This is an optimization exercise on Yosys and OpenROAD, whose aim is small area, a short achievable clock period and few clock cycles, not a production implementation.

==> flow/design.v (excerpt) <==
module Cfu (
  input               cmd_valid,
  output              cmd_ready,
  input      [9:0]    cmd_payload_function_id,
  input      [31:0]   cmd_payload_inputs_0,
  input      [31:0]   cmd_payload_inputs_1,
  output              rsp_valid,
  input               rsp_ready,
  output     [31:0]   rsp_payload_outputs_0,
  input               reset,
  input               clk
);
wire [2:0] opcode = cmd_payload_function_id[2:0];
wire ld_upper = opcode[1] & ~opcode[0];
reg         mode;
reg  [31:0] acc;
reg  [10:0] ups;       
reg         pending;   
reg         nib;       
wire hold = cmd_valid && opcode == 3'd2 && !mode && !nib;
wire go   = cmd_valid && !hold;
wire op0  = go && opcode == 3'd0;
wire op1  = go && opcode == 3'd1;
wire op2  = go && opcode == 3'd2;
wire op3  = go && opcode == 3'd3;
wire use_sum = op3 && !reset;
wire clr     = op1 || reset;
wire [10:0] psum;
Bitblade bitblade (
  .sel8(~mode & ~nib),
  .op3(use_sum),
  .in_a(cmd_payload_inputs_0),
  .in_b(cmd_payload_inputs_1),
  .acc(acc),
  .ldu(ld_upper),
  .p_g(ups & {11{mode & ~ld_upper}}),
  .keep(~use_sum & ~clr),
  .psum(psum),
  .rsp(rsp_payload_outputs_0)
);
assign cmd_ready = !hold;
assign rsp_valid = go | pending;
always @(posedge clk)
  acc <= rsp_payload_outputs_0;
always @(posedge clk) begin
  if (reset) begin
    mode    <= 1'b0;
    ups     <= 11'd0;
    pending <= 1'b0;
    nib     <= 1'b0;
  end else begin
    if (op0) mode <= cmd_payload_function_id[3];
    if (op2) ups <= psum;
    pending <= rsp_valid & ~rsp_ready;
    nib <= hold;
  end
end
endmodule
==> flow/config.mk <==
export PLATFORM = sky130hd
export DESIGN_NAME = Cfu
export DESIGN_NICKNAME = Cfu
export VERILOG_FILES = /design/flow/design.v
export SDC_FILE = /design/flow/constraint.sdc
export NUM_CORES = 4
export LEC_CHECK = 0
export CAP_MARGIN = 20
export CORE_MARGIN = 2
export CORE_UTILIZATION = 40
export SETUP_SLACK_MARGIN = 1.5
export SLEW_MARGIN = 20
export SYNTH_HIERARCHICAL = 1
export SYNTH_MINIMUM_KEEP_SIZE = 0
==> flow/constraint.sdc <==
create_clock -name core_clock -period 13.5 [get_ports {clk}]
set_input_delay 2.7000 -clock core_clock [delete_from_list [all_inputs] [get_ports {clk}]]
set_output_delay 2.7000 -clock core_clock [all_outputs]
set_load 0.01 [all_outputs]
standard.sh (not shown) runs the stock make flow with config.mk's settings and CLKGATE_MAP_FILE= SYNTH_SCRIPT=/design/flow/synth_recipe.tcl, a recipe that flattens the netlist after the stock synthesis.
==> flow/flow/run.sh <==
#!/bin/bash
# Standard layout, with the port buffers made from sky130_fd_sc_hd__buf_2 cells instead of
# the delay cells the flow picks by default.  make's output goes to
# standard.log; each tool's own log is under orfs/logs/.
set -euo pipefail
export BUFFER_PORTS_ARGS="-buffer_cell sky130_fd_sc_hd__buf_2"
bash standard.sh > standard.log 2>&1
The baseline finished with timing, DRC and antenna clean.
Then changed:
--- a/flow/design.v
+++ b/flow/design.v
@@ -29,24 +29,36 @@
 module O21AI (input a, input b, input c, output y);
 assign y = ~((a | b) & c);
 endmodule
 module HAN (
   input  a,
   input  b,
   output s,
   output co
 );
 assign s  = ~(a ^ b);
 assign co = a | b;
 endmodule
+module HAP (
+  input  a,
+  input  b,
+  output s,
+  output co
+);
+assign s  = a ^ b;
+assign co = a & b;
+endmodule
+module MUX2 (input a, input b, input c, output y);
+assign y = c ? a : b;
+endmodule
 module Bitblade (
   input         sel8,    
   input         op3,     
   input  [31:0] in_a,
   input  [31:0] in_b,
   input  [31:0] acc,     
   input         ldu,     
   input  [10:0] p_g,     
   input         keep,    
   output [10:0] psum,    
   output [31:0] rsp
 );
@@ -1880,25 +1892,54 @@
 XOR2 u1046 (.a(k922), .b(k1025), .y(k1046));
 wire k1047;
 XNOR2 u1047 (.a(k925), .b(k1026), .y(k1047));
 wire k1048;
 XOR2 u1048 (.a(k928), .b(k1028), .y(k1048));
 wire k1049;
 XOR2 u1049 (.a(k931), .b(k1029), .y(k1049));
 wire ck1050;
 assign ck1050 = k1030;
 wire [18:0] lo = {k1049, k1048, k1047, k1046, k1045, k1044, k1043, k1042, k1041, k1040, k1039, k1038, k1037, k1036, k1035, k1034, k1033, k1032, S1031};
 wire [12:0] inc = acc[31:19] + 1'b1;
 wire [31:0] sum = {ck1050 ? inc : acc[31:19], lo};
-wire [31:0] rspv = {(op3 & ck1050) ? inc : acc[31:19] & {13{keep | op3}}, lo & {19{op3}} | acc[18:0] & {19{keep}}};
+wire [12:0] hi1 = op3 ? inc : acc[31:19] & {13{keep}};
+wire [12:0] hi0 = acc[31:19] & {13{keep | op3}};
+wire k1051;
+MUX2 u1051 (.a(hi1[0]), .b(hi0[0]), .c(ck1050), .y(k1051));
+wire k1052;
+MUX2 u1052 (.a(hi1[1]), .b(hi0[1]), .c(ck1050), .y(k1052));
+wire k1053;
+MUX2 u1053 (.a(hi1[2]), .b(hi0[2]), .c(ck1050), .y(k1053));
+wire k1054;
+MUX2 u1054 (.a(hi1[3]), .b(hi0[3]), .c(ck1050), .y(k1054));
+wire k1055;
+MUX2 u1055 (.a(hi1[4]), .b(hi0[4]), .c(ck1050), .y(k1055));
+wire k1056;
+MUX2 u1056 (.a(hi1[5]), .b(hi0[5]), .c(ck1050), .y(k1056));
+wire k1057;
+MUX2 u1057 (.a(hi1[6]), .b(hi0[6]), .c(ck1050), .y(k1057));
+wire k1058;
+MUX2 u1058 (.a(hi1[7]), .b(hi0[7]), .c(ck1050), .y(k1058));
+wire k1059;
+MUX2 u1059 (.a(hi1[8]), .b(hi0[8]), .c(ck1050), .y(k1059));
+wire k1060;
+MUX2 u1060 (.a(hi1[9]), .b(hi0[9]), .c(ck1050), .y(k1060));
+wire k1061;
+MUX2 u1061 (.a(hi1[10]), .b(hi0[10]), .c(ck1050), .y(k1061));
+wire k1062;
+MUX2 u1062 (.a(hi1[11]), .b(hi0[11]), .c(ck1050), .y(k1062));
+wire k1063;
+MUX2 u1063 (.a(hi1[12]), .b(hi0[12]), .c(ck1050), .y(k1063));
+wire [12:0] hi = {k1063, k1062, k1061, k1060, k1059, k1058, k1057, k1056, k1055, k1054, k1053, k1052, k1051};
+wire [31:0] rspv = {hi, lo & {19{op3}} | acc[18:0] & {19{keep}}};
 assign psum = sum[10:0];
 assign rsp = rspv;
 endmodule
 module Cfu (
   input               cmd_valid,
   output              cmd_ready,
   input      [9:0]    cmd_payload_function_id,
   input      [31:0]   cmd_payload_inputs_0,
   input      [31:0]   cmd_payload_inputs_1,
   output              rsp_valid,
   input               rsp_ready,
   output     [31:0]   rsp_payload_outputs_0,
Cell area climbs by 2.5%.
Area after synthesis came out higher by 4.4%.
Die area increases by 4.2%.
No run of this note included a check of the RTL's function; only the layout flow was run.


v38:
Cfu, a different RTL version from the one above (not shown whole).
Size: ~1100 cells after synthesis, about 10000 um^2 of cells after synthesis.
export LEC_CHECK = 0
export CAP_MARGIN = 20
export CORE_MARGIN = 2
export CORE_UTILIZATION = 40
export SETUP_SLACK_MARGIN = 1.5
export SLEW_MARGIN = 20
export SYNTH_HIERARCHICAL = 1
export SYNTH_MINIMUM_KEEP_SIZE = 0
create_clock -name core_clock -period 13.5 [get_ports {clk}]
Scripts as last shown in full above: flow/flow/run.sh
Modified inputs, v6 compared to v38
--- a/flow/design.v
+++ b/flow/design.v
@@ -1900,46 +1900,13 @@
 XOR2 u1049 (.a(k931), .b(k1029), .y(k1049));
 wire ck1050;
 assign ck1050 = k1030;
 wire [18:0] lo = {k1049, k1048, k1047, k1046, k1045, k1044, k1043, k1042, k1041, k1040, k1039, k1038, k1037, k1036, k1035, k1034, k1033, k1032, S1031};
 wire [12:0] inc = acc[31:19] + 1'b1;
 wire [31:0] sum = {ck1050 ? inc : acc[31:19], lo};
-wire [12:0] hi1 = op3 ? inc : acc[31:19] & {13{keep}};
-wire [12:0] hi0 = acc[31:19] & {13{keep | op3}};
-wire k1051;
-O21AI u1051 (.a(k1023), .b(k1007), .c(k1022), .y(k1051));
-wire k1052;
-O21AI u1052 (.a(k1023), .b(k1007), .c(k1022), .y(k1052));
-wire k1053;
-MUX2 u1053 (.a(hi1[0]), .b(hi0[0]), .c(k1030), .y(k1053));
-wire k1054;
-MUX2 u1054 (.a(hi1[1]), .b(hi0[1]), .c(k1030), .y(k1054));
-wire k1055;
-MUX2 u1055 (.a(hi1[2]), .b(hi0[2]), .c(k1030), .y(k1055));
-wire k1056;
-MUX2 u1056 (.a(hi1[3]), .b(hi0[3]), .c(k1030), .y(k1056));
-wire k1057;
-MUX2 u1057 (.a(hi1[4]), .b(hi0[4]), .c(k1030), .y(k1057));
-wire k1058;
-MUX2 u1058 (.a(hi1[5]), .b(hi0[5]), .c(k1051), .y(k1058));
-wire k1059;
-MUX2 u1059 (.a(hi1[6]), .b(hi0[6]), .c(k1051), .y(k1059));
-wire k1060;
-MUX2 u1060 (.a(hi1[7]), .b(hi0[7]), .c(k1051), .y(k1060));
-wire k1061;
-MUX2 u1061 (.a(hi1[8]), .b(hi0[8]), .c(k1051), .y(k1061));
-wire k1062;
-MUX2 u1062 (.a(hi1[9]), .b(hi0[9]), .c(k1052), .y(k1062));
-wire k1063;
-MUX2 u1063 (.a(hi1[10]), .b(hi0[10]), .c(k1052), .y(k1063));
-wire k1064;
-MUX2 u1064 (.a(hi1[11]), .b(hi0[11]), .c(k1052), .y(k1064));
-wire k1065;
-MUX2 u1065 (.a(hi1[12]), .b(hi0[12]), .c(k1052), .y(k1065));
-wire [12:0] hi = {k1065, k1064, k1063, k1062, k1061, k1060, k1059, k1058, k1057, k1056, k1055, k1054, k1053};
-wire [31:0] rspv = {hi, lo & {19{op3}} | acc[18:0] & {19{keep}}};
+wire [31:0] rspv = {(op3 & ck1050) ? inc : acc[31:19] & {13{keep | op3}}, lo & {19{op3}} | acc[18:0] & {19{keep}}};
 assign psum = sum[10:0];
 assign rsp = rspv;
 endmodule
 module Cfu (
   input               cmd_valid,
   output              cmd_ready,
## What came out
v6 against v38: final cycle utilization of the critical path shows an increase of 0.77 points, global routing usage on met2 held steady, share of final layout cell area taken by clock buffers and inverters went down 0.22 points, design area fell 3.0%. Going from v38 to v6, fraction of layout instances using a drive strength above 1 now smaller; worst setup slack went down; mean area per synthesized cell now sits lower; area enclosed by the die boundary now smaller. Initial detailed-routing violation count went up by a few percent going from v38 to v6. The critical path startpoint comes out cmd_payload_inputs_1[4] in one run and cmd_payload_inputs_1[29] in the other, namely in v38 and v6 respectively. Of v38 and v6, the lower number of instances in the synthesized netlist belongs to v6. Status: maximum single-stage delay on the critical path parity (v6, v38).
No run of this note included a check of the RTL's function; only the layout flow was run.


Cfu, a different RTL version from the one above (not shown whole).
Size: roughly 1100 cells after synthesis, ~46 flip-flops, about 110 I/O pins, ~10000 um2 of cells after synthesis.
// Cfu
module Cfu (
  input               cmd_valid,
  output              cmd_ready,
  input      [9:0]    cmd_payload_function_id,
  input      [31:0]   cmd_payload_inputs_0,
  input      [31:0]   cmd_payload_inputs_1,
  output              rsp_valid,
  input               rsp_ready,
  output     [31:0]   rsp_payload_outputs_0,
  input               reset,
  input               clk
);
clock: 13.5 ns
lec_check: 0
cap_margin: 20
core_margin: 2
core_utilization: 40
setup_slack_margin: 1.5
slew_margin: 20
synth_hierarchical: 1
synth_minimum_keep_size: 0
Scripts as last shown in full above: flow/flow/run.sh
Next try:
--- a/flow/design.v
+++ b/flow/design.v
@@ -23,33 +23,26 @@
 module XNOR2 (input a, input b, output y);
 assign y = ~(a ^ b);
 endmodule
 module A21OI (input a, input b, input c, output y);
 assign y = ~(a & b | c);
 endmodule
 module O21AI (input a, input b, input c, output y);
 assign y = ~((a | b) & c);
 endmodule
 module OR2 (input a, input b, output y);
 assign y = a | b;
 endmodule
-module HISEL #(parameter W = 13) (
-  input  [W-1:0] a,
-  input          op3,
-  input          keep,
-  output [W-1:0] h1,
-  output [W-1:0] h0
-);
-assign h1 = op3 ? a + 1'b1 : a & {W{keep}};
-assign h0 = a & {W{keep | op3}};
+module INCR #(parameter W = 13) (input [W-1:0] a, output [W-1:0] y);
+assign y = a + 1'b1;
 endmodule
 module Bitblade (
   input         sel8,    
   input         op3,     
   input  [31:0] in_a,
   input  [31:0] in_b,
   input  [31:0] acc,     
   input         ldu,     
   input  [10:0] p_g,     
   input         keep,    
   output [10:0] psum,    
   output [31:0] rsp
@@ -1884,28 +1877,29 @@
 XOR2 u1042 (.a(k919), .b(k1021), .y(k1042));
 wire k1043;
 XOR2 u1043 (.a(k922), .b(k1023), .y(k1043));
 wire k1044;
 XOR2 u1044 (.a(k925), .b(k1024), .y(k1044));
 wire k1045;
 XOR2 u1045 (.a(k928), .b(k1025), .y(k1045));
 wire k1046;
 XOR2 u1046 (.a(k931), .b(k1026), .y(k1046));
 wire ck1047;
 assign ck1047 = k1027;
 wire [18:0] lo = {k1046, k1045, k1044, k1043, k1042, k1041, k1040, k1039, k1038, k1037, k1036, k1035, k1034, k1033, k1032, k1031, k1030, k1029, S1028};
-wire [12:0] inc = acc[31:19] + 1'b1;
+wire [12:0] inc;
+INCR #(.W(13)) uinc (.a(acc[31:19]), .y(inc));
 wire [31:0] sum = {ck1047 ? inc : acc[31:19], lo};
-wire [12:0] hi1, hi0;
-HISEL #(.W(13)) uhi (.a(acc[31:19]), .op3(op3), .keep(keep), .h1(hi1), .h0(hi0));
+wire [12:0] hi1 = op3 ? inc : acc[31:19] & {13{keep}};
+wire [12:0] hi0 = acc[31:19] & {13{keep | op3}};
 wire [31:0] rspv = {ck1047 ? hi1 : hi0, lo & {19{op3}} | acc[18:0] & {19{keep}}};
 assign psum = sum[10:0];
 assign rsp = rspv;
 endmodule
 module Cfu (
   input               cmd_valid,
   output              cmd_ready,
   input      [9:0]    cmd_payload_function_id,
   input      [31:0]   cmd_payload_inputs_0,
   input      [31:0]   cmd_payload_inputs_1,
   output              rsp_valid,
   input               rsp_ready,
Worst hold slack hardly moves; design area falls by 0.36%; synthesized area came out lower by 0.40%; worst setup slack gets worse by 0.23 ns; non-clock buffer count is unchanged; global-route usage came out lower by 0.45 points; critical path depth is higher by 1; fmax came out lower by 2.0%; final cell count came out lower by 1.1%; synthesized cell count decreases by 1.4%; via count is lower by 1.6%; utilization stays flat.
Function was not checked in any run of this note: the RTL went through the layout flow alone.


old:
Another version of the RTL of Cfu (not shown whole).
Size in the first run: ~990 cells after synthesis.
==> module HISEL, before the edit <==
module HISEL #(parameter W = 13) (
  input  [W-1:0] a,
  input          op3,
  input          keep,
  output [W-1:0] h1,
  output [W-1:0] h0
);
assign h1 = op3 ? a + 1'b1 : a & {W{keep}};
assign h0 = a & {W{keep | op3}};
endmodule
==> module Cfu, before the edit <==
module Cfu (
  input               cmd_valid,
  output              cmd_ready,
  input      [9:0]    cmd_payload_function_id,
  input      [31:0]   cmd_payload_inputs_0,
  input      [31:0]   cmd_payload_inputs_1,
  output              rsp_valid,
  input               rsp_ready,
  output     [31:0]   rsp_payload_outputs_0,
  input               reset,
  input               clk
);
wire [2:0] opcode = cmd_payload_function_id[2:0];
wire ld_upper = opcode[1] & ~opcode[0];
reg         mode;
reg  [31:0] acc;
reg  [10:0] ups;       
reg         pending;   
reg         nib;       
wire hold = cmd_valid && opcode == 3'd2 && !mode && !nib;
wire go   = cmd_valid && !hold;
wire op0  = go && opcode == 3'd0;
wire op1  = go && opcode == 3'd1;
wire op2  = go && opcode == 3'd2;
wire op3  = go && opcode == 3'd3;
wire use_sum = op3 && !reset;
wire clr     = op1 || reset;
wire [10:0] psum;
Bitblade bitblade (
  .sel8(~mode & ~nib),
  .op3(use_sum),
  .in_a(cmd_payload_inputs_0),
  .in_b(cmd_payload_inputs_1),
  .acc(acc),
  .ldu(ld_upper),
  .p_g(ups & {11{mode & ~ld_upper}}),
  .keep(~use_sum & ~clr),
  .psum(psum),
  .rsp(rsp_payload_outputs_0)
);
assign cmd_ready = !hold;
assign rsp_valid = go | pending;
always @(posedge clk)
  acc <= rsp_payload_outputs_0;
always @(posedge clk) begin
  if (reset) begin
    mode    <= 1'b0;
    ups     <= 11'd0;
    pending <= 1'b0;
    nib     <= 1'b0;
  end else begin
    if (op0) mode <= cmd_payload_function_id[3];
    if (op2) ups <= psum;
    pending <= rsp_valid & ~rsp_ready;
    nib <= hold;
  end
end
endmodule
Settings: LEC_CHECK=0, CAP_MARGIN=20, CORE_MARGIN=2, CORE_UTILIZATION=40, CTS_BUF_LIST=sky130_fd_sc_hd__clkbuf_2 sky130_fd_sc_hd__clkbuf_4 sky130_fd_sc_hd__clkbuf_8, CTS_CLUSTER_SIZE=30, SETUP_SLACK_MARGIN=1.5, SLEW_MARGIN=20, SYNTH_HIERARCHICAL=1, SYNTH_MINIMUM_KEEP_SIZE=0; clock period 13.5 ns.
Scripts as last shown in full above: flow/flow/run.sh
Changes in new relative to old:
diff --git a/flow/design.v b/flow/design.v
--- a/flow/design.v
+++ b/flow/design.v
@@ -30,20 +30,10 @@
 assign y = ~((a | b) & c);
 endmodule
 module OR2 (input a, input b, output y);
 assign y = a | b;
 endmodule
-module HISEL #(parameter W = 13) (
-  input  [W-1:0] a,
-  input          op3,
-  input          keep,
-  output [W-1:0] h1,
-  output [W-1:0] h0
-);
-assign h1 = op3 ? a + 1'b1 : a & {W{keep}};
-assign h0 = a & {W{keep | op3}};
-endmodule
 module Bitblade (
   input         sel8,    
   input         op3,     
   input  [31:0] in_a,
   input  [31:0] in_b,
@@ -1854,10 +1844,11 @@
 wire [2:0] opcode = cmd_payload_function_id[2:0];
 wire ld_upper = opcode[1] & ~opcode[0];
 reg         mode;
 reg  [31:0] acc;
 reg  [10:0] ups;       
+reg         ups_set;   
 reg         pending;   
 reg         nib;       
 wire hold = cmd_valid && opcode == 3'd2 && !mode && !nib;
 wire go   = cmd_valid && !hold;
 wire op0  = go && opcode == 3'd0;
@@ -1872,28 +1863,30 @@
   .op3(use_sum),
   .in_a(cmd_payload_inputs_0),
   .in_b(cmd_payload_inputs_1),
   .acc(acc),
   .ldu(ld_upper),
-  .p_g(ups & {11{mode & ~ld_upper}}),
+  .p_g(ups & {11{mode & ups_set & ~ld_upper}}),
   .keep(~use_sum & ~clr),
   .psum(psum),
   .rsp(rsp_payload_outputs_0)
 );
 assign cmd_ready = !hold;
 assign rsp_valid = go | pending;
 always @(posedge clk)
   acc <= rsp_payload_outputs_0;
+always @(posedge clk)
+  if (op2) ups <= psum;
 always @(posedge clk) begin
   if (reset) begin
     mode    <= 1'b0;
-    ups     <= 11'd0;
+    ups_set <= 1'b0;
     pending <= 1'b0;
     nib     <= 1'b0;
   end else begin
     if (op0) mode <= cmd_payload_function_id[3];
-    if (op2) ups <= psum;
+    if (op2) ups_set <= 1'b1;
     pending <= rsp_valid & ~rsp_ready;
     nib <= hold;
   end
 end
 endmodule
Notes after the runs:
- The run with more routed wire is old, not new.
- Between new and old, the maximum frequency figures differ only marginally.
- Re number of I/O pins: no difference whatsoever between new and old.
- Comparing inverter count for old and new, the bigger number came from new.
- Met1 global-route usage, old and new: higher on old
No run of this note included a check of the RTL's function; only the layout flow was run.

re-timing with driven ports:
How much do the figures lean on ideal ports? The routed layouts below were timed once more, with nothing changed but the port constraints. Step 1, drivers: a clkbuf_16 drives clk and a buf_2 each remaining input, both assumed. Step 2 adds t to the input delays and takes it off the output delays; t is the mean of the earliest and latest rising clock arrival at the registers after step 1. Input paths then give back, and output paths get back, about the clock's delay inside the block. Slacks: no drivers / after step 1 / after step 2; pairs: no drivers / after step 1.
run | shift t [ns] | slack for setup (ns) | worst setup path after step 2
the first run of note 1 | 0.319 | 1.814 / 1.785 / 1.785 | input to output
the second run of note 1 | 0.320 | 1.964 / 1.941 / 1.941 | input to output
v38 | 0.328 | 1.947 / 1.926 / 1.926 | input to output
v6 | 0.317 | 1.843 / 1.821 / 1.821 | input to output
the first run of note 3 | 0.329 | 2.115 / 2.094 / 2.094 | input to output
the second run of note 3 | 0.322 | 1.881 / 1.860 / 1.860 | input to output
old | 0.331 | 1.868 / 1.844 / 1.844 | input to output
new | 0.335 | 1.870 / 1.847 / 1.847 | input to output
After both steps every run listed still meets setup and hold. The setup slack of the first run of note 1, which loses most, moves by -0.029 ns with the drivers and by -0.029 ns with both steps.
